Context: an optimization exercise on an open-source flow, tuned for small area. The choices shown serve that exercise and are no tape-out recipe.
Function was checked by simulation only, so behaviour that the tests miss may differ from the original.
The clock port is modelled as an ideal driver; clocking choices that lean on that would not hold on a real chip.
Power and IR drop assume default switching activity.

**flow/synth.tcl**
```tcl
proc synth {args} { yosys synth -nofsm -noshare {*}$args }
set ::my_abc_script [file join [file dirname [file normalize [info script]]] area.abc]
proc abc {args} {
  set i [lsearch -exact $args -script]
  if { $i >= 0 } { lset args [expr {$i + 1}] $::my_abc_script }
  puts "abc (area script): $args"
  yosys abc {*}$args
}
source $::env(SCRIPTS_DIR)/synth.tcl
# left out here: clear keep_hierarchy, flatten, clean up, hide names made inside functions, write 1_2_yosys.v
```
**config.mk**
```make
export PLATFORM = sky130hd
export DESIGN_NAME = quick_rs232
export DESIGN_NICKNAME = quick_rs232
export VERILOG_FILES = /design/flow/design.v
export SDC_FILE = /design/flow/constraint.sdc
export NUM_CORES = 4
export LEC_CHECK = 0
export CAP_MARGIN = 20
export CORE_MARGIN = 2
export CORE_UTILIZATION = 60
export SLEW_MARGIN = 20
```
**design.v**
```verilog
module fifo (
    input  wire       clk,
    input  wire       clear,
    input  wire       push,
    input  wire       pop,
    input  wire [7:0] in_data,
    output reg  [7:0] out_data
);
    reg [7:0] mem [0:15];
    reg [3:0] idx;       
    reg       nonempty;
    reg s_push_s, s_push_f, s_pop_s, s_pop_f;    
    integer k;
    wire full   = nonempty && (idx == 4'd15);
    wire await_ = !(s_push_s | s_push_f | s_pop_s | s_pop_f);
    wire do_push = s_push_s && !full;
    wire do_pop  = s_pop_s && nonempty;
    always @(posedge clk) begin
        if (do_push) begin
            mem[0] <= in_data;
            for (k = 1; k < 16; k = k + 1)
                mem[k] <= mem[k-1];
        end
    end
    always @(posedge clk) begin
        if (clear) begin
            s_push_s <= 1'b0; s_push_f <= 1'b0; s_pop_s <= 1'b1; s_pop_f <= 1'b0;
            idx      <= 4'd0;
            nonempty <= 1'b0;
            out_data <= 8'h00;
        end else begin
            s_pop_s  <= await_ && pop;
            s_push_s <= await_ && !pop && push;
            s_push_f <= do_push || (s_push_f && push);
            s_pop_f  <= do_pop || (s_pop_f && pop);
            if (do_push) begin
                if (nonempty) idx <= idx + 4'd1;
                nonempty <= 1'b1;
            end
            if (do_pop) begin
                out_data <= mem[idx];
                if (idx == 4'd0) nonempty <= 1'b0;
                else idx <= idx - 4'd1;
            end
        end
    end
endmodule
module quick_rs232 (
    input  wire       clk,
    input  wire       rst,
    input  wire       rx,
    output reg        tx,
    input  wire       rts,
    output wire       cts,
    input  wire       rx_read,
    output reg        rx_err,
    output wire [7:0] rx_data,
    output reg        rx_byte_received,
    input  wire       tx_transaction,
    input  wire [7:0] tx_data,
    input  wire       tx_data_ready,
    output wire       tx_data_copied,
    output wire       tx_busy
);
localparam [8:0] L305 = 9'd226, L307 = 9'd394, L369 = 9'd330, L370 = 9'd148,
                 L434 = 9'd364, L435 = 9'd216, L437 = 9'd353;
assign cts = 1'b0;
reg [7:0] rx_buffer;
fifo rx_data_buffer (.clk(clk), .clear(rst), .push(rx_byte_received), .pop(rx_read),
                     .in_data(rx_buffer), .out_data(rx_data));
localparam [3:0] R_IDLE = 4'd6, R_START = 4'd7;
reg [3:0] rx_ph;
reg [8:0] rx_bc;
reg       rx_par;
wire rx_act  = (rx_ph != R_IDLE);
wire rx_wrap = (rx_ph == 4'd15) ? (rx_bc == L437) : (rx_bc == L434);
wire rx_s370 = (rx_bc == L370);
wire rx_stop = !rx_ph[3] && rx_ph != 4'd0 && rx_ph != R_START && rx_ph != R_IDLE;
always @(posedge clk) begin
    if (rst) begin
        rx_ph            <= R_IDLE;
        rx_bc            <= 9'd2;
        rx_byte_received <= 1'b0;
        rx_err           <= 1'b0;
    end else if (!rx_act) begin
        case (rx_bc[1:0])
            2'd0: begin  
                rx_err   <= 1'b0;
                rx_bc    <= {6'd0, rx_bc[2], 2'd1};
            end
            2'd1: begin  
                if (!rx) begin
                    rx_ph  <= R_START;
                    rx_bc  <= 9'd0;
                    rx_par <= 1'b0;
                end else if (rx_bc[2])
                    rx_bc  <= 9'd4;
            end
            default: begin  
                rx_bc            <= {6'd0, rx_bc[2], 2'd0};
                rx_byte_received <= 1'b0;
                rx_err           <= 1'b0;
            end
        endcase
    end else begin
        rx_bc <= rx_wrap ? 9'd0 : {rx_bc[7:0], ~(rx_bc[8] ^ rx_bc[4])};
        if (rx_wrap) rx_ph <= rx_ph + 4'd1;
        if (rx_ph[3]) begin
            if (rx_s370) begin
                rx_buffer[rx_ph[2:0]] <= rx;
                rx_par <= rx_par ^ rx;
            end
        end else if (rx_ph == 4'd0) begin
            if (rx_bc == L369) rx_err <= rx_par ^ rx;
            if (rx_s370 && !rx_err) rx_byte_received <= 1'b1;
        end else if (rx_stop) begin
            if (rx) begin
                rx_ph <= R_IDLE;
                rx_bc <= (rx_ph == 4'd5 && rx_bc == L305) ? 9'd6 : 9'd2;
            end else if (rx_ph == 4'd5 && rx_bc == L307) begin
                rx_ph <= R_IDLE;
                rx_bc <= 9'd0;
            end
        end
    end
end
localparam [3:0] T_PAR = 4'd0, T_STOP = 4'd1, T_SSTOP = 4'd2, T_IDLE = 4'd3,
                 T_SWAIT = 4'd4, T_SSTART = 4'd5, T_IDLE_B = 4'd6, T_START = 4'd7;
reg [3:0] tx_ph;
reg [8:0] tx_bc;
reg [7:0] tx_buffer;
reg       tx_par;
assign tx_data_copied = tx_ph[3] || tx_ph == T_START || tx_ph == T_IDLE_B;
assign tx_busy        = !(tx_ph == T_IDLE || tx_ph == T_SWAIT || tx_ph == T_SSTART);
wire tx_act  = tx_ph[3] || tx_ph == T_START || tx_ph == T_PAR || tx_ph == T_STOP;
wire tx_bit  = tx_buffer[tx_ph[2:0]];
wire tx_wrap = (tx_ph == 4'd15) ? (tx_bc == L435) : (tx_bc == L434);
always @(posedge clk) begin
    if (!tx_act || tx_wrap) tx_bc <= 9'd0;
    else                    tx_bc <= {tx_bc[7:0], ~(tx_bc[8] ^ tx_bc[4])};
end
always @(posedge clk) begin
    if (rst)
        tx <= 1'b1;
    else if (tx_ph[3])
        tx <= tx_bit;
    else if (tx_ph == T_START)
        tx <= 1'b0;
    else if (tx_ph == T_PAR)
        tx <= tx_par;
    else
        tx <= 1'b1;
end
always @(posedge clk) begin
    if (rst)
        tx_ph <= T_IDLE;
    else begin
        case (tx_ph)
            T_IDLE, T_IDLE_B:
                if (tx_transaction) tx_ph <= T_SWAIT;
            T_SWAIT:
                tx_ph <= T_SSTART;
            T_SSTART: begin
                if (tx_data_ready) begin
                    tx_buffer <= tx_data;
                    tx_ph     <= tx_transaction ? T_START : T_IDLE_B;
                end else if (!tx_transaction)
                    tx_ph <= T_IDLE;
            end
            T_SSTOP:
                tx_ph <= T_IDLE;
            default: begin  
                if (tx_ph == T_START)
                    tx_par <= 1'b0;
                else if (tx_ph[3] && tx_wrap)
                    tx_par <= tx_par ^ tx_bit;
                if (tx_wrap) tx_ph <= tx_ph + 4'd1;
            end
        endcase
    end
end
endmodule
```
**flow/run.sh**
```bash
#!/bin/bash
# Layout flow: ORFS as in the standard layout, with these changes:
#  - synthesis is the standard synthesis script (flow/synth.tcl sources
#    ORFS's synth.tcl with -nofsm -noshare, flattens and renames the same way)
#    except that the combinational logic is mapped with an area-oriented ABC
#    script (flow/area.abc) and without Yosys's full/half-adder extraction;
#    the registers are the standard synthesis's;
#  - ports are buffered with the smallest buffer (buf_1);
#  - CTS builds its tree from clkbuf_8 and inserts no dummy loads.
# make's output goes to make.log and ORFS's per-step logs to orfs/logs/;
# writing the final DEF goes to write_def.log.
set -euo pipefail
W=$PWD
F=$W/flow
cat > $W/own_config.mk <<EOC
include $W/config.mk
export BUFFER_PORTS_ARGS = -buffer_cell sky130_fd_sc_hd__buf_1
export CTS_ARGS = -sink_clustering_enable -repair_clock_nets -buf_list sky130_fd_sc_hd__clkbuf_8 -dont_use_dummy_load
EOC
make -C "$FLOW_HOME" DESIGN_CONFIG=$W/own_config.mk WORK_HOME=$W/orfs CLKGATE_MAP_FILE= \
    SYNTH_SCRIPT=$F/synth.tcl ADDER_MAP_FILE= finish > $W/make.log 2>&1
R=$W/orfs/results/$FLOW_PLATFORM/quick_rs232/base
: # left out here: write the final layout as DEF
```
**flow/area.abc**
```
strash
fraig
dc2
fraig
dch -f
amap -A 16 -F 4
topo
```
**constraint.sdc**
```tcl
create_clock -name core_clock -period 10.0 [get_ports {clk}]
set_input_delay 2.0000 -clock core_clock [delete_from_list [all_inputs] [get_ports {clk}]]
set_output_delay 2.0000 -clock core_clock [all_outputs]
set_load 0.01 [all_outputs]
```
**standard.sh**
```bash
#!/bin/bash
# synth_recipe.tcl (not shown) runs the flow's synth.tcl, then flattens the netlist and writes it again
# the make line also repeats each setting of config.mk as NAME=value (left out here)
make -C /OpenROAD-flow-scripts/flow DESIGN_CONFIG=/design/flow/config.mk WORK_HOME=/design/flow/orfs CLKGATE_MAP_FILE= SYNTH_SCRIPT=/design/flow/synth_recipe.tcl "${@:-finish}"
```
==> results.yml, run 1 <==
layout:
  multi_input_area_mm2: 0.00174
  area_growth_pct: 7.81
  drive_gt1_share_pct: 4.15
  antenna_cells: 0
  final_nets: 596
  regArea_mm2: 0.00531
  fill_cells: 873
yosys:
  netlist_instances: 532
  ys_seq_area_share_pct: 73.6
  synth_top_cell_by_area: "edfxtp_1"
  netlist_area_mm2: 0.00721
  synth_top_area_share_pct: 60.8
  synth.area.mux_share_pct: 0
  synth_area_leaders: "edfxtp_1, dfxtp_1, a222oi_1"
  synthFlopType: "edfxtp_1"
  synth_seq_cells: 192
  synth-simple-area-share_pct: 9.76
  synth_most_common_cell: "edfxtp_1"
  avgSynthCellArea_um2: 13.5
  ys_warn_count: 3
  synthArstFlopShare_pct: 0
  synthTopCellsByCount: "edfxtp_1, nor2_1, clkinv_1, dfxtp_1, nand2_1"
  syn-num-nets: 547
  synth_fa_ha_area_share_pct: 0
  synth_cell_types: 40
  synth-compound-area-share_pct: 14.1
  synth-xor-area-share_pct: 0
  synth_edf_count: 146
  synth_top_family_by_area: "compound AO/OA/AOI/OAI gates"
cts:
  cts_tree: "done"
  post_cts_buffers: 0
  clockRootBuffer: "clkbuf_8"
  clkTransAtPathRegs_ps: 90
  ctsHoldBuffers: 0
  clock-sinks: 192
  cts_buffers: 17
  h-tree-depth: 4
  ctsResizeCount: 0
  clock_latency_ps: 460
  clock_path_buffers: 2
pwr:
  swShare_pct: 23.6
  p_int_uw: 1060
  p_leak_uw: 0.00204
  switchingPower_uw: 328
  p_clk_share_pct: 27.0
  seqPwrFrac_pct: 63.4
  ir_worst_vdd_v: 0.000125
  comb_power_share_pct: 9.6
  p_per_area_mw_per_mm2: 179
critical_path:
  cp.arrival_ps: 2050
  crit_path_end_kind: "output port"
  critical-path-max-stage-delay_ps: 430
  path_depth: 7
  crit_required_ps: 8000
  worstSetupStartpointType: "register"
  slowest_stage: "dfxtp_1"
  worstPathBufferInverterCount: 3
  cp_cell_sequence: "clkinv_1 > nor2_1 > nand2_1 > clkinv_1 > nor2_1 > o21ai_0 > buf_1"
  critPathTopFamily: "simple AND/OR/NAND/NOR gates"
  reg2reg_depth: 11
  critPathKind: "register to output port"
  worstPathMaxFanout: 7
drt:
  antenna_left: 0
  drt_iter0_markers: 711
  drt_pre_antenna_iters: 7
  wl_per_cell_um: 21.4
  routed_via_density: 6.52
  routed_wl_mm: 15.5
  drcViolationCount: 0
  vias: 4732
global_routing:
  antenna_found_initial: 0
  grt_pass1_vias: 4431
  grt_max_degree: 82
  busiest_layer: "met2"
  grtUsageMet2_pct: 38.4
  grt_pass1_wl_mm: 23.8
  grt_overflow: 0
  grt_util_met1_pct: 34.1
  grt_usage_pct: 24.8
  grt.met3_usage_pct: 7.01
hold_path:
  min_path_type: "register to register"
  holdPathStages: 0
timing:
  period_share_pct: 40.5
  fmax_mhz: 247
  timing.final.ws_setup_ps: 5950
  finalClockSkew_ps: 19.5
  setup-tns-final_ps: 0
  slew-limit-headroom_pct: 22.2
  finalHoldViolCount: 0
  tightest_slew_ps: 1160
  setup_violations: 0
  rsz0062_at_grt: "false"
  drv_slew: 0
  final.min_clock_period_ps: 4050
  hold_ws_ps: 437
floorplan:
  core-area_mm2: 0.0119
  die_h_um: 114
  initial_core_util_pct: 60.8
  ios: 29
  rows: 40
  die_w_um: 114
  die-area_mm2: 0.0129
place:
  preCtsSetupSlack_ps: 6280
  place.gp.congestion: 0.938
  dp_hpwl_mm: 9.70
  port_buffers: 26
status:
  outcome: "complete, no violations"
run:
  maxCapViolCount: 0
[sequential cells by signal, indices dropped and copies added (netlist names), 4 cells and up]
signal / flops
rx_data_buffer.mem: 128
tx_ph: 4
tx_buffer: 8
rx_data_buffer.idx: 4
rx_bc: 9
tx_bc: 9
rx_ph: 4
rx_data_buffer.out_data: 8
rx_buffer: 8
[layout by cell type (no fill, tap or decap), types with 5 or more instances in the layout]
cell        n
nand4_1     8
nand3_1    11
o21ai_0    17
a22oi_1    17
a222oi_1   25
clkinv_1   46
a31oi_1     7
nor3_1     19
a221oi_1   11
edfxtp_1  146
a21oi_1    23
a211oi_1    5
clkbuf_8   17
nor4_1      5
buf_1      26
dfxtp_1    46
nand2_1    34
nor2_1     65
[path summary, 6_finish.rpt]
check | from | slack [ps] | endpoint
setup / recovery | tx_ph[1]$_SDFFE_PP1P_ | 5950 | tx_data_copied
hold / removal | rx_data_buffer.mem[13][5]$_DFFE_PP_ | 440 | rx_data_buffer.mem[14][5]$_DFFE_PP_
setup reg to reg | tx_ph[1]$_SDFFE_PP1P_ | 6330 | tx_par$_SDFFCE_PP0P_
hold reg to reg | rx_data_buffer.mem[13][5]$_DFFE_PP_ | 440 | rx_data_buffer.mem[14][5]$_DFFE_PP_
[metal layers]
metal | share of wire, % | vias to the layer above
li1 | - | 2188
met1 | 41 | 2266
met2 | 47 | 249
met3 | 9.6 | 29
met4 | 1.9 | 0
met5 | 0 | -
[power by group through the flow]
stage | Sequential (µW) | Clock (µW) | Combinational (µW)
floorplan | 895 | 0 | 98.0
global placement | 897 | 0 | 128
global route | 883 | 412 | 152
CTS | 880 | 381 | 133
detailed placement | 898 | 0 | 133
finish | 880 | 375 | 134
[logic make-up after synthesis]
logic type / Yosys count
flip-flops: 192
AND/OR/NAND/NOR: 157
AO/OA/AOI/OAI: 135
buffers and inverters: 47
other: 1
[per-stage QoR]
step,total power [µW],std cells,util [%],instance area [µm²]
floorplan,993,532,-,7210
global placement,1020,708,63.4,7520
detailed placement,1030,708,63.4,7520
CTS,1390,725,65.4,7760
global route,1450,726,65.5,7770
finish,1390,726,65.5,7770
[worst register-to-register path, delay by kind of cell (launching register included)]
family | cells | cell delay [ps]
flops | 1 | 430
simple gates | 4 | 1100
buf+inv | 2 | 480
compound gates | 5 | 1360
[cell type report]
cell class | instances | area share (%)
sequential | 192 | 68.3
multi-input combinational | 293 | 22.3
clock buffer | 17 | 3.01
tap | 147 | 2.37
inverter | 46 | 2.22
timing repair buffer | 31 | 1.79
==> run 2, diff against run 1 <==
--- a/design.v
+++ b/design.v
@@ -70,40 +70,46 @@
                      .in_data(rx_buffer), .out_data(rx_data));
 localparam [3:0] R_IDLE = 4'd6, R_START = 4'd7;
 reg [3:0] rx_ph;
-reg [8:0] rx_bc;
+reg [8:3] rx_bc_hi;
+reg [2:0] rx_bc_lo;
+wire [8:0] rx_bc = {rx_bc_hi, rx_bc_lo};
 reg       rx_par;
 wire rx_act  = (rx_ph != R_IDLE);
 wire rx_wrap = (rx_ph == 4'd15) ? (rx_bc == L437) : (rx_bc == L434);
 wire rx_s370 = (rx_bc == L370);
 wire rx_stop = !rx_ph[3] && rx_ph != 4'd0 && rx_ph != R_START && rx_ph != R_IDLE;
 always @(posedge clk) begin
+    if (rx_act && !rx_wrap) rx_bc_hi <= rx_bc[7:2];
+    else                    rx_bc_hi <= 6'd0;
+end
+always @(posedge clk) begin
     if (rst) begin
         rx_ph            <= R_IDLE;
-        rx_bc            <= 9'd2;
+        rx_bc_lo         <= 3'd2;
         rx_byte_received <= 1'b0;
         rx_err           <= 1'b0;
     end else if (!rx_act) begin
         case (rx_bc[1:0])
             2'd0: begin  
                 rx_err   <= 1'b0;
-                rx_bc    <= {6'd0, rx_bc[2], 2'd1};
+                rx_bc_lo <= {rx_bc[2], 2'd1};
             end
             2'd1: begin  
                 if (!rx) begin
                     rx_ph  <= R_START;
-                    rx_bc  <= 9'd0;
+                    rx_bc_lo <= 3'd0;
                     rx_par <= 1'b0;
                 end else if (rx_bc[2])
-                    rx_bc  <= 9'd4;
+                    rx_bc_lo <= 3'd4;
             end
             default: begin  
-                rx_bc            <= {6'd0, rx_bc[2], 2'd0};
+                rx_bc_lo         <= {rx_bc[2], 2'd0};
                 rx_byte_received <= 1'b0;
                 rx_err           <= 1'b0;
             end
         endcase
     end else begin
-        rx_bc <= rx_wrap ? 9'd0 : {rx_bc[7:0], ~(rx_bc[8] ^ rx_bc[4])};
+        rx_bc_lo <= rx_wrap ? 3'd0 : {rx_bc[1:0], ~(rx_bc[8] ^ rx_bc[4])};
         if (rx_wrap) rx_ph <= rx_ph + 4'd1;
         if (rx_ph[3]) begin
             if (rx_s370) begin
@@ -116,10 +122,10 @@
         end else if (rx_stop) begin
             if (rx) begin
                 rx_ph <= R_IDLE;
-                rx_bc <= (rx_ph == 4'd5 && rx_bc == L305) ? 9'd6 : 9'd2;
+                rx_bc_lo <= (rx_ph == 4'd5 && rx_bc == L305) ? 3'd6 : 3'd2;
             end else if (rx_ph == 4'd5 && rx_bc == L307) begin
                 rx_ph <= R_IDLE;
-                rx_bc <= 9'd0;
+                rx_bc_lo <= 3'd0;
             end
         end
     end
==> results.yml, run 2 <==
layout:
  drive_gt1_share_pct: 4.00
  largest_register_ffs: 128
  area_growth_pct: 7.69
  fin_util_pct: 66.8
  antenna_cells: 0
  final_nets: 592
  final_cell_mix: "edfxtp_1, nor2_1, dfxtp_1"
  top_regs: "rx_data_buffer.mem: 128 flops, tx_bc: 9 flops"
  final_common_cell: "edfxtp_1"
  fill_cells: 829
  largest_register: "rx_data_buffer.mem"
run:
  maxCapViolCount: 0
pwr:
  comb_power_share_pct: 9.0
  p_clk_share_pct: 27.3
  switchingPower_uw: 324
  p_int_uw: 1050
  p_per_area_mw_per_mm2: 178
  power_uw: 1380
  p_leak_uw: 0.00237
  seqPwrFrac_pct: 63.7
  ir_worst_vdd_v: 0.000166
  swShare_pct: 23.5
yosys:
  synth_area_leaders: "edfxtp_1, dfxtp_1, nor2_1"
  synth-compound-area-share_pct: 13.6
  synth_top_family_by_area: "compound AO/OA/AOI/OAI gates"
  netlist_instances: 528
  synth_cell_types: 39
  synthArstFlopShare_pct: 0
  synth_seq_cells: 192
  synth_fa_ha_area_share_pct: 0
  synth.area.mux_share_pct: 0
  synthTopCellsByCount: "edfxtp_1, nor2_1, dfxtp_1, clkinv_1, nand2_1"
  avgSynthCellArea_um2: 13.6
  synth-xor-area-share_pct: 0
  syn-num-nets: 543
  synthFlopType: "edfxtp_1"
  ys_warn_count: 3
  synth_most_common_cell: "edfxtp_1"
  netlist_area_mm2: 0.00717
  synth_top_cell_by_area: "edfxtp_1"
  synth_top_area_share_pct: 61.1
  ys_seq_area_share_pct: 74.0
  synth-simple-area-share_pct: 10.0
  synth_edf_count: 146
place:
  dp_hpwl_mm: 9.73
  place.gp.congestion: 0.875
  port_buffers: 26
timing:
  setup-tns-final_ps: 0
  final.min_clock_period_ps: 4030
  tightest_slew_ps: 1070
  setup_violations: 0
  fmax_mhz: 248
  finalClockSkew_ps: 23.7
  finalHoldViolCount: 0
  period_share_pct: 40.3
  drv_slew: 0
  rsz0062_at_grt: "false"
  slew-limit-headroom_pct: 28.4
hold_path:
  holdPathStages: 2
  min_path_type: "register to register"
  hp-start: "tx_bc[3]$_SDFF_PP0_"
  whs_endpoint: "tx_bc[4]$_SDFF_PP0_"
drt:
  wl_per_cell_um: 21.4
  drt_pre_antenna_iters: 5
  drt_iter0_markers: 672
  antenna_left: 0
  routed_wl_mm: 15.3
  routed_via_density: 6.53
  drcViolationCount: 0
  vias: 4689
critical_path:
  path_common_cell: "nor2_1"
  crit_required_ps: 8000
  r2r-start: "tx_ph[0]$_SDFFE_PP1P_"
  r2r-end: "tx_ph[0]$_SDFFE_PP1P_"
  worstSetupStartpointType: "register"
  reg2reg_depth: 11
  critical-path-max-stage-delay_ps: 390
  ff2ff_setup_slack_ps: 6520
  critPathKind: "register to output port"
  cp_cell_sequence: "clkinv_1 > nor2_1 > clkinv_1 > nor2_1 > nor2_1 > nand2_1 > buf_1"
  cp.arrival_ps: 2030
  crit_path_end_kind: "output port"
  worstPathMaxFanout: 5
  slowest_stage: "dfxtp_1"
cts:
  clock_path_buffers: 2
  clock-sinks: 192
  clock_latency_ps: 470
  cts_tree: "done"
  post_cts_buffers: 0
  ctsHoldBuffers: 0
  clkTransAtPathRegs_ps: 80
  ctsResizeCount: 0
  cts_buffers: 17
  h-tree-depth: 4
  clockRootBuffer: "clkbuf_8"
floorplan:
  core-area_mm2: 0.0116
  initial_core_util_pct: 62.0
  rows: 39
  die-area_mm2: 0.0128
  die_w_um: 113
  die_h_um: 113
  ios: 29
global_routing:
  grt_usage_pct: 25.5
  grt_pass1_vias: 4538
  grt_max_degree: 85
  antenna_found_initial: 0
  grt_util_met1_pct: 35.0
  grt.met3_usage_pct: 6.48
  grt_pass1_wl_mm: 24.4
  grtUsageMet2_pct: 40.5
  busiest_layer: "met2"
  grt_overflow: 0
status:
  outcome: "complete, no violations"
run 2: cell count changes in the layout (fill, tap and decap cells not counted), moves of 3 or more:
cell / change
nor2_1: +6
a21oi_1: +5
a31oi_1: -4
nor4_1: +4
a221oi_1: -3
nand4_1: -3
run 2: stage by stage:
step	setup slack (ps)	cell area, µm²	std cells	hold WS, ps
2_1_floorplan	1690	7170	528	404
6_report	5970	7720	718	433
5_1_grt	5770	7720	718	456
4_1_cts	5990	7720	718	433
3_3_place_gp	6120	7490	701	417
3_5_place_dp	6130	7490	701	421
run 2: logic make-up after synthesis:
group | count (synthesis)
DFF | 192
and+or+nand+nor | 160
AOI/OAI and AO/OA | 130
buffers and inverters | 45
other | 1
run 2: worst max-delay path, delay by kind of cell (launching register included):
family,cells,cell delay [ps]
flip-flops,1,390
AND/OR/NAND/NOR,4,690
buffers and inverters,3,500
run 2: worst max path at each step:
stage,to,slack (ps),startpoint
2_1_floorplan,rx_data_buffer.idx[2]$_SDFF_PP0_,1690,rx_data_buffer.idx[0]$_SDFF_PP0_
3_3_place_gp,rx_par$_DFFE_PP_,6120,rst
3_5_place_dp,rx_par$_DFFE_PP_,6130,rst
4_1_cts,tx_data_copied,5990,tx_ph[1]$_SDFFE_PP1P_
5_1_grt,tx_data_copied,5770,tx_ph[1]$_SDFFE_PP1P_
6_report,tx_data_copied,5970,tx_ph[0]$_SDFFE_PP1P_
run 2: cell type report:
class | count | area, µm² | area share (%)
sequential | 192 | 5310 | 68.7
timing repair buffer | 31 | 135 | 1.75
clock buffer | 17 | 234 | 3.03
inverter | 44 | 165 | 2.14
tap | 143 | 179 | 2.32
multi-input combinational | 291 | 1710 | 22.1
run 2: layer usage:
metal | part of all wire (%) | routed length (µm) | vias up
li1 | - | - | 2170
met1 | 43 | 6560 | 2289
met5 | 0 | 0 | -
met4 | 1.2 | 189 | 0
met3 | 8.3 | 1280 | 23
met2 | 48 | 7320 | 207
run 2: power by group through the flow:
stage               registers, µW  clock network [µW]  logic [µW]
floorplan                     892                   0        91.5
global placement              895                   0         122
detailed placement            895                   0         122
CTS                           877                 382         123
global route                  880                 410         141
finish                        878                 376         124
==> run 3, diff against run 2 <==
--- a/design.v
+++ b/design.v
@@ -6,41 +6,54 @@
     input  wire [7:0] in_data,
     output reg  [7:0] out_data
 );
-    reg [7:0] mem [0:15];
-    reg [3:0] idx;       
-    reg       nonempty;
+    reg [7:0] ring [0:15];
+    reg [7:0] stage;
+    reg       pend;         
+    reg       pend_head;    
+    reg [3:0] hp, wp;
+    reg       full_flag;    
     reg s_push_s, s_push_f, s_pop_s, s_pop_f;    
     integer k;
-    wire full   = nonempty && (idx == 4'd15);
-    wire await_ = !(s_push_s | s_push_f | s_pop_s | s_pop_f);
+    wire ptr_eq  = (hp == wp);
+    wire empty   = ptr_eq && !full_flag;
+    wire full    = ptr_eq && full_flag;
+    wire await_  = !(s_push_s | s_push_f | s_pop_s | s_pop_f);
     wire do_push = s_push_s && !full;
-    wire do_pop  = s_pop_s && nonempty;
+    wire do_pop  = s_pop_s && !empty;
+    wire wr      = pend && (wp == 4'd0);
     always @(posedge clk) begin
+        ring[0] <= wr ? stage : ring[15];
+        for (k = 1; k < 16; k = k + 1)
+            ring[k] <= ring[k-1];
+    end
+    always @(posedge clk) begin
+        if (do_push) stage <= in_data;
         if (do_push) begin
-            mem[0] <= in_data;
-            for (k = 1; k < 16; k = k + 1)
-                mem[k] <= mem[k-1];
+            pend      <= 1'b1;
+            pend_head <= empty;
+        end else if (wr) begin
+            pend      <= 1'b0;
+            pend_head <= 1'b0;
         end
     end
     always @(posedge clk) begin
         if (clear) begin
             s_push_s <= 1'b0; s_push_f <= 1'b0; s_pop_s <= 1'b1; s_pop_f <= 1'b0;
-            idx      <= 4'd0;
-            nonempty <= 1'b0;
-            out_data <= 8'h00;
+            hp        <= 4'd0;
+            wp        <= 4'd0;
+            full_flag <= 1'b0;
+            out_data  <= 8'h00;
         end else begin
             s_pop_s  <= await_ && pop;
             s_push_s <= await_ && !pop && push;
             s_push_f <= do_push || (s_push_f && push);
             s_pop_f  <= do_pop || (s_pop_f && pop);
-            if (do_push) begin
-                if (nonempty) idx <= idx + 4'd1;
-                nonempty <= 1'b1;
-            end
+            hp <= hp + (do_pop ? 4'd2 : 4'd1);
+            wp <= wp + (do_push ? 4'd2 : 4'd1);
+            if (do_push) full_flag <= (wp + 4'd1 == hp);
             if (do_pop) begin
-                out_data <= mem[idx];
-                if (idx == 4'd0) nonempty <= 1'b0;
-                else idx <= idx - 4'd1;
+                full_flag <= 1'b0;
+                out_data  <= pend_head ? stage : ring[hp];
             end
         end
     end
==> results.yml, run 3 <==
status:
  outcome: "complete, no violations"
critical_path:
  cp.arrival_ps: 2030
  worstSetupStartpointType: "register"
  critPathTopFamily: "simple AND/OR/NAND/NOR gates"
  ff2ff_setup_slack_ps: 6920
  critical-path-max-stage-delay_ps: 370
  worstPathBufferInverterCount: 3
  r2r-end: "tx_ph[0]$_SDFFE_PP1P_"
  crit_path_end_kind: "output port"
  path_common_cell: "clkinv_1"
  r2r-start: "tx_ph[1]$_SDFFE_PP1P_"
  reg2reg_depth: 12
  cp_cell_sequence: "clkinv_1 > nor2_1 > clkinv_1 > nor3_1 > a21oi_1 > buf_1"
  worstPathMaxFanout: 9
  slowest_stage: "dfxtp_1"
  crit_required_ps: 8000
  critPathKind: "register to output port"
layout:
  top_regs: "rx_data_buffer.ring: 128 flops, tx_bc: 9 flops"
  final_nets: 653
  final_cell_mix: "dfxtp_1, nor2_1, clkinv_1"
  largest_register: "rx_data_buffer.ring"
  antenna_cells: 0
  area_growth_pct: 11.1
  drive_gt1_share_pct: 5.66
  largest_register_ffs: 128
  final_common_cell: "dfxtp_1"
pwr:
  p_per_area_mw_per_mm2: 238
  power_uw: 1730
  ir_worst_vdd_v: 0.000136
  seqPwrFrac_pct: 55.4
  swShare_pct: 27.2
  comb_power_share_pct: 13.4
  p_leak_uw: 0.00257
  switchingPower_uw: 470
  p_int_uw: 1260
  p_clk_share_pct: 31.2
hold_path:
  hp-start: "rx_data_buffer.ring[8][5]$_DFF_P_"
  min_path_type: "register to register"
  holdPathStages: 0
  whs_endpoint: "rx_data_buffer.ring[9][5]$_DFF_P_"
cts:
  ctsResizeCount: 0
  clkTransAtPathRegs_ps: 60
  clockRootBuffer: "clkbuf_8"
  clock_path_buffers: 3
  post_cts_buffers: 0
  clock-sinks: 206
  h-tree-depth: 1
  cts_buffers: 31
  cts_tree: "done"
  clock_latency_ps: 550
  ctsHoldBuffers: 0
yosys:
  syn-num-nets: 592
  synth_area_leaders: "dfxtp_1, edfxtp_1, nor2_1"
  synthArstFlopShare_pct: 0
  synth_top_cell_by_area: "dfxtp_1"
  netlist_instances: 577
  synth_cell_types: 45
  synth_edf_count: 27
  ys_seq_area_share_pct: 67.5
  synthFlopType: "dfxtp_1"
  avgSynthCellArea_um2: 11.3
  ys_warn_count: 3
  synthTopCellsByCount: "dfxtp_1, nor2_1, clkinv_1, nand2_1, a21oi_1"
  synth_seq_cells: 206
  synth_top_area_share_pct: 55.0
  netlist_area_mm2: 0.00651
  synth_most_common_cell: "dfxtp_1"
global_routing:
  grt_pass1_vias: 4665
  grt_pass1_wl_mm: 23.6
  grt_usage_pct: 26.1
  grt_max_degree: 33
  grt_overflow: 0
  antenna_found_initial: 0
timing:
  tightest_slew_ps: 1050
  rsz0062_at_grt: "false"
  slew-limit-headroom_pct: 29.7
  drv_slew: 0
  hold_ws_ps: 305
  final.min_clock_period_ps: 4030
  setup-tns-final_ps: 0
  period_share_pct: 40.3
  setup_violations: 0
  fmax_mhz: 248
  finalHoldViolCount: 0
  finalClockSkew_ps: 51.2
drt:
  drt_iter0_markers: 445
  routed_via_density: 6.13
  wl_met2_mm: 7.08
  drcViolationCount: 0
  top_layer: "met4"
  routed_wl_mm: 15.0
  drt-met1-wl_mm: 6.40
  antenna_left: 0
  wl_per_cell_um: 19.3
  vias: 4760
  wl_met3_um: 982
  drt_pre_antenna_iters: 7
floorplan:
  die_w_um: 108
  initial_core_util_pct: 60.9
  core-area_mm2: 0.0107
  rows: 38
  die-area_mm2: 0.0117
  die_h_um: 108
  ios: 29
place:
  port_buffers: 26
  place.gp.congestion: 0.912
  dp_hpwl_mm: 9.70
run:
  maxCapViolCount: 0
## run 3: changes by cell type after synthesis, sizes merged, moves of 6 or more
cell    delta
a22o      +11
clkinv     +7
dfxtp    +133
edfxtp   -119
o21ai      -7
o221ai     +6
## run 3: worst max path at each step
stage	start	end	slack (ps)	cells past startpoint
5_1_grt	tx_ph[1]$_SDFFE_PP1P_	tx_busy	5860	6
6_report	tx_ph[1]$_SDFFE_PP1P_	tx_busy	5970	6
4_1_cts	tx_ph[1]$_SDFFE_PP1P_	tx_busy	5980	6
2_1_floorplan	tx_transaction	tx_ph[0]$_SDFFE_PP1P_	6700	5
3_5_place_dp	rst	rx_par$_DFFE_PP_	6150	4
3_3_place_gp	rst	rx_par$_DFFE_PP_	6220	4
## run 3: cell families (layout without fill, tap and decap cells)
group,after synthesis,in the layout,synth area share [%]
buf+inv,52,111,3.05
other cells,1,1,0.0576
compound gates,149,149,17.6
flops,206,206,67.5
simple gates,168,168,11.7
xor+xnor,1,1,0.134
## run 3: per-stage QoR
step | std cells | setup WS (ps) | util (%) | instance area, µm²
after global placement | 745 | 6220 | 63.6 | 6800
after floorplan | 577 | 6700 | - | 6510
after detailed placement | 745 | 6150 | 63.6 | 6800
after global routing | 776 | 5860 | 67.7 | 7240
after CTS | 776 | 5980 | 67.6 | 7230
final | 776 | 5970 | 67.7 | 7240
## run 3: power by group through the flow
stage / clock network (µW) / registers (µW) / logic, µW
after floorplan: 0 / 959 / 155
after global placement: 0 / 969 / 225
after detailed placement: 0 / 971 / 227
after CTS: 548 / 955 / 229
after global routing: 582 / 962 / 257
final: 538 / 957 / 231
## run 3: cell type report
class	count	area (µm²)
Tap cell	140	175
Timing Repair Buffer	29	120
Multi-Input combinational cell	319	1930
Fill cell	839	3460
Inverter	51	191
Clock buffer	31	427
Sequential cell	206	4390
## run 3: worst reg2reg max path: cells and delay by family (launching register included)
kind            cells  cell delay, ps
flops               1             370
simple gates        3             880
compound gates      5            1040
buf+inv             4             690
## run 3: per-layer routing
layer | vias up | global-route usage (%)
li1 | 2284 | -
met1 | 2248 | 33.1
met2 | 186 | 43.1
met3 | 42 | 4.88
met4 | 0 | 12.7
met5 | - | 0
==> run 4, diff against run 3 <==
--- a/design.v
+++ b/design.v
@@ -4,10 +4,10 @@
     input  wire       push,
     input  wire       pop,
     input  wire [7:0] in_data,
-    output reg  [7:0] out_data
+    output reg  [7:0] out_data,
+    output wire       hold
 );
     reg [7:0] ring [0:15];
-    reg [7:0] stage;
     reg       pend;         
     reg       pend_head;    
     reg [3:0] hp, wp;
@@ -21,13 +21,13 @@
     wire do_push = s_push_s && !full;
     wire do_pop  = s_pop_s && !empty;
     wire wr      = pend && (wp == 4'd0);
+    assign hold = pend || do_push;
     always @(posedge clk) begin
-        ring[0] <= wr ? stage : ring[15];
+        ring[0] <= wr ? in_data : ring[15];
         for (k = 1; k < 16; k = k + 1)
             ring[k] <= ring[k-1];
     end
     always @(posedge clk) begin
-        if (do_push) stage <= in_data;
         if (do_push) begin
             pend      <= 1'b1;
             pend_head <= empty;
@@ -53,7 +53,7 @@
             if (do_push) full_flag <= (wp + 4'd1 == hp);
             if (do_pop) begin
                 full_flag <= 1'b0;
-                out_data  <= pend_head ? stage : ring[hp];
+                out_data  <= pend_head ? in_data : ring[hp];
             end
         end
     end
@@ -79,8 +79,11 @@
                  L434 = 9'd364, L435 = 9'd216, L437 = 9'd353;
 assign cts = 1'b0;
 reg [7:0] rx_buffer;
+wire      rx_hold;       
+reg       rx_dfr;        
+reg       rx_dbit;
 fifo rx_data_buffer (.clk(clk), .clear(rst), .push(rx_byte_received), .pop(rx_read),
-                     .in_data(rx_buffer), .out_data(rx_data));
+                     .in_data(rx_buffer), .out_data(rx_data), .hold(rx_hold));
 localparam [3:0] R_IDLE = 4'd6, R_START = 4'd7;
 reg [3:0] rx_ph;
 reg [8:3] rx_bc_hi;
@@ -101,6 +104,7 @@
         rx_bc_lo         <= 3'd2;
         rx_byte_received <= 1'b0;
         rx_err           <= 1'b0;
+        rx_dfr           <= 1'b0;
     end else if (!rx_act) begin
         case (rx_bc[1:0])
             2'd0: begin  
@@ -126,8 +130,16 @@
         if (rx_wrap) rx_ph <= rx_ph + 4'd1;
         if (rx_ph[3]) begin
             if (rx_s370) begin
-                rx_buffer[rx_ph[2:0]] <= rx;
+                if (rx_hold) begin
+                    rx_dbit <= rx;
+                    rx_dfr  <= 1'b1;
+                end else
+                    rx_buffer[rx_ph[2:0]] <= rx;
                 rx_par <= rx_par ^ rx;
+            end
+            if (rx_dfr && !rx_hold) begin
+                rx_buffer[rx_ph[2:0]] <= rx_dbit;
+                rx_dfr <= 1'b0;
             end
         end else if (rx_ph == 4'd0) begin
             if (rx_bc == L369) rx_err <= rx_par ^ rx;
==> results.yml, run 4 <==
critical_path:
  crit_required_ps: 8000
  worstSetupStartpointType: "register"
  reg2reg_depth: 14
  worstPathMaxFanout: 6
  r2r-end: "rx_buffer[1]$_DFFE_PP_"
  crit_path_end_kind: "output port"
  cp.arrival_ps: 1900
  r2r-start: "rx_data_buffer.hp[3]$_SDFF_PP0_"
  critPathKind: "register to output port"
  ff2ff_setup_slack_ps: 6250
yosys:
  netlist_instances: 623
  synth_cell_types: 40
  synth_edf_count: 20
  synthFlopType: "dfxtp_1"
  ys_warn_count: 3
  synthTopCellsByCount: "dfxtp_1, nor2_1, clkinv_1, nand2_1, o21ai_0"
  synth_most_common_cell: "dfxtp_1"
  avgSynthCellArea_um2: 10.4
  netlist_area_mm2: 0.00647
  synth_seq_cells: 200
  ys_seq_area_share_pct: 65.0
  synth_top_area_share_pct: 55.7
  synth_area_leaders: "dfxtp_1, edfxtp_1, nor2_1"
  synth_top_cell_by_area: "dfxtp_1"
  syn-num-nets: 638
  synthArstFlopShare_pct: 0
drt:
  wl_per_cell_um: 18.7
  vias: 4859
  routed_via_density: 6.05
  drcViolationCount: 0
  drt-met1-wl_mm: 6.77
  drt_iter0_markers: 527
  antenna_left: 0
  wl_met2_mm: 6.76
  drt_pre_antenna_iters: 7
  routed_wl_mm: 15.0
  wl_met3_mm: 1.14
  top_layer: "met4"
pwr:
  p_leak_uw: 0.00240
  p_per_area_mw_per_mm2: 208
  power_uw: 1450
  ir_worst_vdd_v: 0.000208
timing:
  slew-limit-headroom_pct: 30.3
  fmax_mhz: 256
  final.min_clock_period_ps: 3900
  setup-tns-final_ps: 0
  finalHoldViolCount: 0
  rsz0062_at_grt: "false"
  tightest_slew_ps: 1040
  finalClockSkew_ps: 49.0
  period_share_pct: 39.0
  setup_violations: 0
  drv_slew: 0
floorplan:
  core-area_mm2: 0.0104
  rows: 37
  ios: 29
  initial_core_util_pct: 62.1
  die_h_um: 108
  die_w_um: 108
  die-area_mm2: 0.0116
global_routing:
  grt_pass1_vias: 4645
  grt_usage_pct: 27.4
  grt_pass1_wl_mm: 24.2
  grt_max_degree: 23
  grt_overflow: 0
  antenna_found_initial: 0
place:
  place.gp.congestion: 0.923
  port_buffers: 26
  dp_hpwl_mm: 10.3
hold_path:
  holdPathStages: 0
  whs_endpoint: "rx_data_buffer.ring[13][0]$_DFF_P_"
  hp-start: "rx_data_buffer.ring[12][0]$_DFF_P_"
  min_path_type: "register to register"
cts:
  clock_path_buffers: 2
  clkTransAtPathRegs_ps: 120
  post_cts_buffers: 0
  clockRootBuffer: "clkbuf_8"
  cts_buffers: 17
  h-tree-depth: 4
  ctsResizeCount: 0
  ctsHoldBuffers: 0
  cts_tree: "done"
  clock-sinks: 200
  clock_latency_ps: 470
layout:
  fin_util_pct: 67.0
  final_common_cell: "dfxtp_1"
  final_cell_mix: "dfxtp_1, nor2_1, clkinv_1"
  largest_register: "rx_data_buffer.ring"
  top_regs: "rx_data_buffer.ring: 128 flops, tx_bc: 9 flops"
  final_nets: 684
  antenna_cells: 0
  largest_register_ffs: 128
  drive_gt1_share_pct: 2.85
  area_growth_pct: 7.87
run:
  maxCapViolCount: 0
status:
  outcome: "complete, no violations"
[run 4: critical path, cell delays in order (launching register included)]
cell and delay, ps:
dfxtp_1 430, clkinv_1 170, nor2_1 250, clkinv_1 200, nor3_1 220, nor2_1 90
buf_1 130
[run 4: how the worst max path moves through the flow]
| stage | start | to | slack (ps) |
|---|---|---|---|
| global placement | rx_data_buffer.hp[3]$_SDFF_PP0_ | rx_buffer[1]$_DFFE_PP_ | 6290 |
| finish | tx_ph[1]$_SDFFE_PP1P_ | tx_busy | 6100 |
| global route | rx_data_buffer.hp[3]$_SDFF_PP0_ | rx_buffer[1]$_DFFE_PP_ | 5770 |
| floorplan | tx_ph[1]$_SDFFE_PP1P_ | tx_busy | 6840 |
| CTS | tx_ph[1]$_SDFFE_PP1P_ | tx_busy | 6110 |
| detailed placement | tx_ph[1]$_SDFFE_PP1P_ | tx_ph[3]$_SDFFE_PP0P_ | 6270 |
[run 4: routing by layer]
layer	up-vias	global-route usage, %
met5	-	0
met4	0	10.4
met3	36	6.72
met2	180	42.1
met1	2259	37.5
li1	2384	-
[run 4: cell type report]
type,count,area (µm²)
multi-input combinational,357,2020
fill,812,3430
inverter,65,244
clock buffer,17,234
sequential,200,4200
tap,136,170
timing repair buffer,28,113
[run 4: metrics by stage]
stage	instances	hold slack (ps)	area [µm²]	setup slack, ps
4_1_cts	803	311	6980	6110
3_5_place_dp	786	336	6750	6270
3_3_place_gp	786	335	6750	6290
6_report	803	309	6980	6100
2_1_floorplan	623	330	6470	6840
5_1_grt	803	315	6980	5770
[run 4: cell families after synthesis]
| group | after synthesis | share of synthesized area [%] |
|---|---|---|
| AOI/OAI and AO/OA | 167 | 18.3 |
| xor gates and xnor gates | 1 | 0.135 |
| buffers and inverters | 66 | 3.89 |
| DFF | 200 | 65.0 |
| other | 1 | 0.0579 |
| and+or+nand+nor | 188 | 12.6 |
[run 4: report_power, final]
part           leakage, µW  internal [µW]  switching, µW
sequential         0.00164            842           27.7
clock             0.000122            151            230
combinational     0.000645           56.7            144
==> run 5, diff against run 4 <==
--- a/flow/run.sh
+++ b/flow/run.sh
@@ -6,7 +6,9 @@
 #    script (flow/area.abc) and without Yosys's full/half-adder extraction;
 #    the registers are the standard synthesis's;
 #  - ports are buffered with the smallest buffer (buf_1);
-#  - CTS builds its tree from clkbuf_8 and inserts no dummy loads.
+#  - CTS builds its tree from clkbuf_4 and inserts no dummy loads; then
+#    flow/cts_fix.tcl upsizes the clock buffers whose flip-flops see a slow
+#    clock edge.
 # make's output goes to make.log and ORFS's per-step logs to orfs/logs/;
 # writing the final DEF goes to write_def.log.
 set -euo pipefail
@@ -15,7 +17,8 @@
 cat > $W/own_config.mk <<EOC
 include $W/config.mk
 export BUFFER_PORTS_ARGS = -buffer_cell sky130_fd_sc_hd__buf_1
-export CTS_ARGS = -sink_clustering_enable -repair_clock_nets -buf_list sky130_fd_sc_hd__clkbuf_8 -dont_use_dummy_load
+export CTS_ARGS = -sink_clustering_enable -repair_clock_nets -buf_list sky130_fd_sc_hd__clkbuf_4 -dont_use_dummy_load
+export POST_CTS_TCL = $F/cts_fix.tcl
 EOC
 make -C "$FLOW_HOME" DESIGN_CONFIG=$W/own_config.mk WORK_HOME=$W/orfs CLKGATE_MAP_FILE= \
     SYNTH_SCRIPT=$F/synth.tcl ADDER_MAP_FILE= finish > $W/make.log 2>&1
==> flow/cts_fix.tcl (new file) <==
# POST_CTS hook: CTS builds its tree from clkbuf_4; any clock buffer whose
# flip-flop clock pins see a slew above 105 ps (placement estimate) becomes a
# clkbuf_8, then any still above 108 ps a clkbuf_16. Then legalize again.
proc clk_pin_slew {pin} {
  set w 0
  foreach e {rise fall} { foreach a {min max} {
    set s [expr {[sta::time_ui_sta [get_property $pin slew_${a}_$e]] * 1e12}]
    if {$s > $w} {set w $s}
  }}
  return $w
}
proc fix_clock_slew {thr bigcell} {
  set n 0
  foreach inst [get_cells clkbuf*] {
    set out [get_pins -of_objects $inst -filter "direction == output"]
    set net [get_nets -of_objects $out]
    set worst 0
    foreach p [get_pins -of_objects $net -filter "direction == input"] {
      set s [clk_pin_slew $p]
      if {$s > $worst} {set worst $s}
    }
    if {$worst > $thr && [get_property [get_lib_cells -of_objects $inst] name] ne $bigcell} {
      replace_cell $inst $bigcell
      incr n
    }
  }
  puts "fix_clock_slew: $n clock buffers above $thr ps made $bigcell"
}
estimate_parasitics -placement
fix_clock_slew 105 sky130_fd_sc_hd__clkbuf_8
estimate_parasitics -placement
fix_clock_slew 108 sky130_fd_sc_hd__clkbuf_16
estimate_parasitics -placement
detailed_placement
check_placement -verbose
==> results.yml, run 5 <==
yosys:
  ys_warn_count: 3
  synthFlopType: "dfxtp_1"
  ys_seq_area_share_pct: 65.0
  synthArstFlopShare_pct: 0
  netlist_instances: 623
  synthTopCellsByCount: "dfxtp_1, nor2_1, clkinv_1, nand2_1, o21ai_0"
  synth_cell_types: 40
  netlist_area_mm2: 0.00647
  synth_edf_count: 20
  synth_area_leaders: "dfxtp_1, edfxtp_1, nor2_1"
  avgSynthCellArea_um2: 10.4
  synth_most_common_cell: "dfxtp_1"
  synth_seq_cells: 200
  synth_top_area_share_pct: 55.7
  synth_top_cell_by_area: "dfxtp_1"
  syn-num-nets: 638
critical_path:
  crit_start: "tx_ph[1]$_SDFFE_PP1P_"
  worstSetupStartpointType: "register"
  worstPathBufferInverterCount: 3
  critPathKind: "register to output port"
  ff2ff_setup_slack_ps: 6220
  slowest_stage: "dfxtp_1"
  critPathTopFamily: "simple AND/OR/NAND/NOR gates"
  worstPathMaxFanout: 6
  crit_required_ps: 8000
  cp.arrival_ps: 1850
  crit_path_end_kind: "output port"
  cp_cell_sequence: "clkinv_1 > nor2_1 > clkinv_1 > nor3_1 > nor2_1 > buf_1"
  critical-path-max-stage-delay_ps: 430
  r2r-start: "rx_data_buffer.hp[3]$_SDFF_PP0_"
global_routing:
  grt_util_met1_pct: 37.2
  antenna_found_initial: 0
  grt_max_degree: 23
  grt_usage_pct: 27.4
  grt_pass1_wl_mm: 24.1
  grt_overflow: 0
  grt_pass1_vias: 4658
  grt.met3_usage_pct: 7.45
  grtUsageMet2_pct: 41.8
  busiest_layer: "met2"
floorplan:
  ios: 29
  core-area_mm2: 0.0104
  initial_core_util_pct: 62.1
  rows: 37
  die_w_um: 108
  die-area_mm2: 0.0116
  die_h_um: 108
pwr:
  p_leak_uw: 0.00240
  ir_worst_vdd_v: 0.000210
  p_per_area_mw_per_mm2: 208
timing:
  fmax_mhz: 260
  setup_violations: 0
  tightest_slew_ps: 1060
  finalHoldViolCount: 0
  rsz0062_at_grt: "false"
  slew-limit-headroom_pct: 29.3
  period_share_pct: 38.5
  final.min_clock_period_ps: 3850
  setup-tns-final_ps: 0
  drv_slew: 0
  hold_ws_ps: 321
  finalClockSkew_ps: 29.2
layout:
  drive_gt1_share_pct: 2.85
  fill_cells: 820
  final_nets: 684
  fin_util_pct: 67.0
  largest_register_ffs: 128
  multi_input_area_mm2: 0.00202
  antenna_cells: 0
  regArea_mm2: 0.00420
  final_cell_mix: "dfxtp_1, nor2_1, clkinv_1"
  largest_register: "rx_data_buffer.ring"
  final_common_cell: "dfxtp_1"
  finalNonFillerCells: 803
  area_growth_pct: 7.83
  top_regs: "rx_data_buffer.ring: 128 flops, tx_bc: 9 flops"
drt:
  routed_wl_mm: 15.1
  drcViolationCount: 0
  routed_via_density: 6.14
  drt_pre_antenna_iters: 6
  antenna_left: 0
  wl_per_cell_um: 18.8
  drt_iter0_markers: 435
  vias: 4929
run:
  maxCapViolCount: 0
status:
  outcome: "complete, no violations"
place:
  port_buffers: 26
  place.gp.congestion: 0.923
  dp_cells: 786
  dp_hpwl_mm: 10.3
hold_path:
  hp-start: "rx_data_buffer.ring[1][6]$_DFF_P_"
  min_path_type: "register to register"
cts:
  cts_tree: "done"
  clkTransAtPathRegs_ps: 110
  clock-sinks: 200
  clock_latency_ps: 390
run 5: logic make-up (layout without fill, tap and decap cells):
group | after synthesis | in the layout | share of synthesized area [%]
XOR/XNOR | 1 | 1 | 0.135
AND/OR/NAND/NOR | 188 | 188 | 12.6
flip-flops | 200 | 200 | 65.0
AO/OA/AOI/OAI | 167 | 167 | 18.3
buffers and inverters | 66 | 110 | 3.89
other | 1 | 1 | 0.0579
run 5: power by group:
| part | switching (µW) | internal (µW) |
|---|---|---|
| logic | 143 | 56.7 |
| clock network | 231 | 154 |
| registers | 27.3 | 841 |
| total | 401 | 1050 |
run 5: cell type report:
class	count	area share, %
flip-flops and latches	200	60.2
repair buffers	28	1.61
multi-input cells	357	28.9
clock buffers	17	3.32
inverters	65	3.50
well taps	136	2.44
run 5: final timing paths:
| path | endpoint | cells past startpoint |
|---|---|---|
| hold reg to reg | rx_data_buffer.ring[2][6]$_DFF_P_ | 0 |
| setup / recovery | tx_busy | 6 |
| hold / removal | rx_data_buffer.ring[2][6]$_DFF_P_ | 0 |
| setup reg to reg | rx_buffer[1]$_DFFE_PP_ | 14 |
run 5: metrics by stage:
stage / power (µW) / worst slack (ps) / cell area [µm²]
6_report: 1450 / 6150 / 6980
2_1_floorplan: 1020 / 6840 / 6470
3_5_place_dp: 1080 / 6270 / 6750
5_1_grt: 1520 / 5720 / 6980
3_3_place_gp: 1080 / 6290 / 6750
run 5: worst register-to-register path, delay by kind of cell (launching register included):
family | cells | cell delay [ps]
AOI/OAI and AO/OA | 5 | 760
buffers and inverters | 4 | 680
DFF | 1 | 390
and+or+nand+nor | 5 | 1690
run 5: per-layer routing:
layer  share of wire (%)  vias to the layer above  wire (µm)
met4                 2.1                        0        319
li1                    -                     2392          -
met1                  43                     2276       6510
met5                   0                        -          0
met3                 9.3                       31       1400
met2                  45                      230       6840
==> run 6, diff against run 5 <==
--- a/design.v
+++ b/design.v
@@ -9,7 +9,6 @@
 );
     reg [7:0] ring [0:15];
     reg       pend;         
-    reg       pend_head;    
     reg [3:0] hp, wp;
     reg       full_flag;    
     reg s_push_s, s_push_f, s_pop_s, s_pop_f;    
@@ -21,6 +20,7 @@
     wire do_push = s_push_s && !full;
     wire do_pop  = s_pop_s && !empty;
     wire wr      = pend && (wp == 4'd0);
+    wire one     = (wp == hp + 4'd1);       
     assign hold = pend || do_push;
     always @(posedge clk) begin
         ring[0] <= wr ? in_data : ring[15];
@@ -28,13 +28,10 @@
             ring[k] <= ring[k-1];
     end
     always @(posedge clk) begin
-        if (do_push) begin
-            pend      <= 1'b1;
-            pend_head <= empty;
-        end else if (wr) begin
-            pend      <= 1'b0;
-            pend_head <= 1'b0;
-        end
+        if (do_push)
+            pend <= 1'b1;
+        else if (wr)
+            pend <= 1'b0;
     end
     always @(posedge clk) begin
         if (clear) begin
@@ -53,7 +50,7 @@
             if (do_push) full_flag <= (wp + 4'd1 == hp);
             if (do_pop) begin
                 full_flag <= 1'b0;
-                out_data  <= pend_head ? in_data : ring[hp];
+                out_data  <= (pend && one) ? in_data : ring[hp];
             end
         end
     end
--- a/config.mk
+++ b/config.mk
@@ -7,5 +7,5 @@
 export LEC_CHECK = 0
 export CAP_MARGIN = 20
 export CORE_MARGIN = 2
-export CORE_UTILIZATION = 60
+export CORE_UTILIZATION = 75
 export SLEW_MARGIN = 20
==> results.yml, run 6 <==
yosys:
  synth-simple-area-share_pct: 11.9
  netlist_area_mm2: 0.00644
  synth_fa_ha_area_share_pct: 0
  syn-num-nets: 633
  synth-xor-area-share_pct: 0.136
  synth_top_cell_by_area: "dfxtp_1"
  ys_warn_count: 3
  synthFlopType: "dfxtp_1"
  synth_cell_types: 42
  synth_top_area_share_pct: 56.0
  synthTopCellsByCount: "dfxtp_1, nor2_1, clkinv_1, o21ai_0, nand2_1"
  synth_edf_count: 19
  ys_seq_area_share_pct: 64.8
  synth_top_family_by_area: "compound AO/OA/AOI/OAI gates"
  synth-compound-area-share_pct: 18.9
  avgSynthCellArea_um2: 10.4
  synth_seq_cells: 199
  netlist_instances: 618
  synth_most_common_cell: "dfxtp_1"
  synth.area.mux_share_pct: 0
  synth_area_leaders: "dfxtp_1, edfxtp_1, nor2_1"
  synthArstFlopShare_pct: 0
drt:
  vias: 5098
  drt_pre_antenna_iters: 8
  wl_per_cell_um: 19.5
  routed_via_density: 6.65
  routed_wl_mm: 14.9
  drcViolationCount: 0
  drt_iter0_markers: 661
  antenna_left: 0
hold_path:
  holdPathStages: 0
  min_path_type: "register to register"
  hp-start: "rx_data_buffer.ring[13][4]$_DFF_P_"
  whs_endpoint: "rx_data_buffer.ring[14][4]$_DFF_P_"
timing:
  final.min_clock_period_ps: 4010
  slew-limit-headroom_pct: 31.0
  finalClockSkew_ps: 25.5
  setup-tns-final_ps: 0
  fmax_mhz: 250
  period_share_pct: 40.1
  setup_violations: 0
  hold_ws_ps: 337
  finalHoldViolCount: 0
  rsz0062_at_grt: "false"
  tightest_slew_ps: 1030
  drv_slew: 0
cts:
  cts_tree: "done"
  clkTransAtPathRegs_ps: 100
  clock_latency_ps: 390
  clock-sinks: 199
floorplan:
  core-area_mm2: 0.00826
  initial_core_util_pct: 78.0
  rows: 33
  die_w_um: 96.7
  die_h_um: 96.7
  die-area_mm2: 0.00934
  ios: 29
layout:
  final_common_cell: "dfxtp_1"
  final_nets: 679
  largest_register_ffs: 128
  fill_cells: 498
  area_growth_pct: 6.88
  top_regs: "rx_data_buffer.ring: 128 flops, tx_bc: 9 flops"
  drive_gt1_share_pct: 2.87
  final_cell_mix: "dfxtp_1, nor2_1, clkinv_1"
  largest_register: "rx_data_buffer.ring"
  fin_util_pct: 83.3
  stdcell_area_mm2: 0.00688
  finalNonFillerCells: 767
  antenna_cells: 0
pwr:
  p_leak_uw: 0.00237
  ir_worst_vdd_v: 0.000178
  p_per_area_mw_per_mm2: 215
critical_path:
  crit_path_end_kind: "output port"
  critical-path-max-stage-delay_ps: 450
  crit_required_ps: 8000
  r2r-end: "rx_buffer[4]$_DFFE_PP_"
  cp_cell_sequence: "clkinv_1 > nor2_1 > clkinv_1 > nor2_1 > nor2_1 > o21ai_0 > buf_1"
  slowest_stage: "dfxtp_1"
  cp.arrival_ps: 2010
  worstPathBufferInverterCount: 3
  ff2ff_setup_slack_ps: 6510
  critPathTopFamily: "simple AND/OR/NAND/NOR gates"
  critPathKind: "register to output port"
  path_depth: 7
  r2r-start: "rx_data_buffer.hp[3]$_SDFF_PP0_"
  worstPathMaxFanout: 7
  reg2reg_depth: 14
  worstSetupStartpointType: "register"
  path_common_cell: "nor2_1"
global_routing:
  grt_pass1_wl_mm: 24.2
  grt_pass1_vias: 4808
  grt_usage_pct: 32.8
  grt_overflow: 0
  antenna_found_initial: 0
  grt_max_degree: 23
place:
  place.gp.congestion: 0.913
  port_buffers: 26
  dp_hpwl_mm: 9.96
  dpl_cell_area_mm2: 0.00668
  dp_cells: 750
run:
  maxCapViolCount: 0
status:
  outcome: "complete, no violations"
[run 6: cell types whose count changed after synthesis, sizes merged, moves of 4 or more]
cell    before  now
nor2        81   76
nand2       53   44
a31oi       12    7
a22oi       16   32
a221oi      13    2
a21oi       16   20
a222oi      26   19
clkinv      65   69
[run 6: report_power, final]
part / switching (µW) / leakage [µW] / internal [µW]
Sequential: 29.1 / 0.00163 / 836
Clock: 220 / 0.000112 / 136
Combinational: 187 / 0.000627 / 67.8
Total: 437 / 0.00237 / 1040
[run 6: worst max path at each step]
| stage | startpoint | to | slack, ps |
|---|---|---|---|
| floorplan | tx_ph[0]$_SDFFE_PP1P_ | tx_data_copied | 6790 |
| global placement | rst | rx_par$_DFFE_PP_ | 6470 |
| detailed placement | rst | rx_par$_DFFE_PP_ | 6470 |
| global route | tx_ph[0]$_SDFFE_PP1P_ | tx_data_copied | 5760 |
| finish | tx_ph[0]$_SDFFE_PP1P_ | tx_data_copied | 5990 |
[run 6: through the flow]
stage / worst slack (ps) / power (µW)
2_1_floorplan: 6790 / 1050
3_3_place_gp: 6470 / 1120
3_5_place_dp: 6470 / 1130
5_1_grt: 5760 / 1540
6_report: 5990 / 1480
[run 6: final cells by class]
type	count	area, µm²	area share (%)
multi-input cells	349	2000	29.0
repair buffers	28	113	1.64
clock buffers	17	206	3.00
well taps	105	131	1.91
flip-flops and latches	199	4170	60.7
inverters	69	259	3.76
[run 6: logic make-up after synthesis]
group           Yosys count
compound gates          174
flops                   199
buf+inv                  70
xor+xnor                  1
other cells               1
simple gates            173
[run 6: metal layers]
| layer | up-vias | track usage (%) | part of all wire [%] |
|---|---|---|---|
| li1 | 2348 | - | - |
| met1 | 2382 | 43.4 | 39 |
| met2 | 308 | 51.3 | 47 |
| met3 | 60 | 7.30 | 9.8 |
| met4 | 0 | 16.5 | 4.0 |
| met5 | - | 0 | 0 |
==> run 7, diff against run 6 <==
--- a/config.mk
+++ b/config.mk
@@ -7,5 +7,5 @@
 export LEC_CHECK = 0
 export CAP_MARGIN = 20
 export CORE_MARGIN = 2
-export CORE_UTILIZATION = 75
+export CORE_UTILIZATION = 60
 export SLEW_MARGIN = 20
==> results.yml, run 7 <==
pwr:
  power_uw: 1480
  p_per_area_mw_per_mm2: 214
  ir_worst_vdd_v: 0.000137
  p_leak_uw: 0.00237
yosys:
  synth-simple-area-share_pct: 11.9
  synth_top_cell_by_area: "dfxtp_1"
  synth_fa_ha_area_share_pct: 0
  ys_warn_count: 3
  netlist_area_mm2: 0.00644
  synth-compound-area-share_pct: 18.9
  synth_top_family_by_area: "compound AO/OA/AOI/OAI gates"
  synth_edf_count: 19
  synthFlopType: "dfxtp_1"
  synth_area_leaders: "dfxtp_1, edfxtp_1, nor2_1"
  synth_most_common_cell: "dfxtp_1"
  synth_top_area_share_pct: 56.0
  synth-xor-area-share_pct: 0.136
  ys_seq_area_share_pct: 64.8
  avgSynthCellArea_um2: 10.4
  synthArstFlopShare_pct: 0
  netlist_instances: 618
  synth_seq_cells: 199
  syn-num-nets: 633
  synthTopCellsByCount: "dfxtp_1, nor2_1, clkinv_1, o21ai_0, nand2_1"
  synth_cell_types: 42
  synth.area.mux_share_pct: 0
global_routing:
  grt_overflow: 0
  grt_pass1_vias: 4566
  grt_max_degree: 22
  grt_usage_pct: 27.4
  grt_pass1_wl_mm: 23.9
  antenna_found_initial: 0
layout:
  top_regs: "rx_data_buffer.ring: 128 flops, tx_bc: 9 flops"
  multi_input_area_mm2: 0.00200
  regArea_mm2: 0.00417
  final_nets: 679
  final_common_cell: "dfxtp_1"
  antenna_cells: 0
  drive_gt1_share_pct: 2.87
  fill_cells: 847
  area_growth_pct: 7.50
  largest_register_ffs: 128
  final_cell_mix: "dfxtp_1, nor2_1, clkinv_1"
  largest_register: "rx_data_buffer.ring"
cts:
  clock-sinks: 199
  cts_tree: "done"
  clock_latency_ps: 390
  clkTransAtPathRegs_ps: 100
drt:
  wl_per_cell_um: 18.6
  vias: 4783
  drt_pre_antenna_iters: 5
  drt_iter0_markers: 561
  drcViolationCount: 0
  routed_wl_mm: 14.9
  antenna_left: 0
  routed_via_density: 5.99
place:
  port_buffers: 26
  preCtsSetupSlack_ps: 6430
  place.gp.congestion: 0.870
  dp_hpwl_mm: 9.97
timing:
  setup-tns-final_ps: 0
  fmax_mhz: 250
  tightest_slew_ps: 1030
  setup_violations: 0
  finalClockSkew_ps: 29.3
  final.min_clock_period_ps: 4000
  slew-limit-headroom_pct: 30.8
  drv_slew: 0
  timing.final.ws_setup_ps: 6000
  rsz0062_at_grt: "false"
  period_share_pct: 40.0
  finalHoldViolCount: 0
hold_path:
  min_path_type: "register to register"
critical_path:
  cp_cell_sequence: "clkinv_1 > nor2_1 > clkinv_1 > nor2_1 > nor2_1 > o21ai_0 > buf_1"
  slowest_stage: "dfxtp_1"
  worstPathMaxFanout: 7
  crit_required_ps: 8000
  path_common_cell: "nor2_1"
  crit_path_end_kind: "output port"
  cp.arrival_ps: 2000
  critical-path-max-stage-delay_ps: 460
  worstSetupStartpointType: "register"
  critPathKind: "register to output port"
floorplan:
  ios: 29
  rows: 37
  initial_core_util_pct: 62.1
  core-area_mm2: 0.0104
  die_h_um: 108
  die-area_mm2: 0.0116
  die_w_um: 108
status:
  outcome: "complete, no violations"
run:
  maxCapViolCount: 0
-- run 7: path summary, 6_finish.rpt --
path	slack [ps]	from	to	cells after the start
worst max-delay path	6000	tx_ph[0]$_SDFFE_PP1P_	tx_data_copied	7
worst max register to register	6500	rx_data_buffer.hp[3]$_SDFF_PP0_	rx_buffer[1]$_DFFE_PP_	13
worst min register to register	320	rx_data_buffer.ring[10][6]$_DFF_P_	rx_data_buffer.ring[11][6]$_DFF_P_	0
worst min-delay path	320	rx_data_buffer.ring[10][6]$_DFF_P_	rx_data_buffer.ring[11][6]$_DFF_P_	0
-- run 7: area by class of cell --
class                      instances  share of cell area (%)
tap                              136                    2.46
timing repair buffer              28                    1.63
multi-input combinational        349                    28.9
clock buffer                      17                    3.00
sequential                       199                    60.3
inverter                          69                    3.74
-- run 7: through the flow --
step	hold slack [ps]	std cells	util [%]	area, µm²
final	319	798	66.7	6920
after floorplan	330	618	-	6440
after global placement	333	781	64.7	6710
after detailed placement	336	781	64.7	6710
after global routing	321	798	66.7	6920
-- run 7: worst max-delay path, delay by kind of cell (launching register included) --
family | cells | cell delay (ps)
AO/OA/AOI/OAI | 1 | 100
flip-flops | 1 | 460
buffers and inverters | 3 | 530
AND/OR/NAND/NOR | 3 | 520
-- run 7: metal layers --
| layer | share of wire [%] | vias to the layer above | global-route usage, % |
|---|---|---|---|
| met3 | 5.7 | 24 | 6.05 |
| li1 | - | 2351 | - |
| met5 | 0 | - | 0 |
| met4 | 1.8 | 0 | 9.62 |
| met2 | 46 | 148 | 42.1 |
| met1 | 46 | 2260 | 38.3 |
-- run 7: cells by family after synthesis --
family                 count (synthesis)
flip-flops                           199
AND/OR/NAND/NOR                      173
other                                  1
XOR/XNOR                               1
AO/OA/AOI/OAI                        174
buffers and inverters                 70
-- run 7: where the power goes --
group          switching, µW  internal, µW  total, µW
Clock                    224           136        361
Combinational            188          67.8        255
Sequential              28.5           836        865

==> what the ideal ports hide <==
The flow's constraints put no driver on any port. The routed layouts listed below were extracted and timed again, unchanged, in two steps.
Step 1, drivers: a clkbuf_16 drives clk and a buf_2 each remaining input, both assumed.
Step 2, shift: input delay + t, output delay - t, t = (earliest + latest rising clock arrival at the registers) / 2. This alone moves slack from input paths to output paths.
Three values: ideal, step 1, step 2; two values: the first two.
run	t (ns)	setup slack, ns	hold WS [ns]	worst data-port slew with drivers (ns)
run 1	0.487	5.954 / 5.915 / 6.258	0.437 / 0.437 / 0.437	0.04
run 2	0.495	5.971 / 5.936 / 6.150	0.433 / 0.433 / 0.433	0.03
run 3	0.558	5.973 / 5.937 / 6.280	0.305 / 0.305 / 0.305	0.03
run 4	0.471	6.095 / 6.065 / 6.253	0.309 / 0.309 / 0.309	0.04
run 5	0.405	6.149 / 6.113 / 6.222	0.321 / 0.321 / 0.321	0.04
run 6	0.413	5.993 / 5.955 / 6.347	0.337 / 0.337 / 0.337	0.04
run 7	0.413	6.000 / 5.959 / 6.317	0.319 / 0.319 / 0.319	0.03
After both steps setup and hold are still met in every run listed.
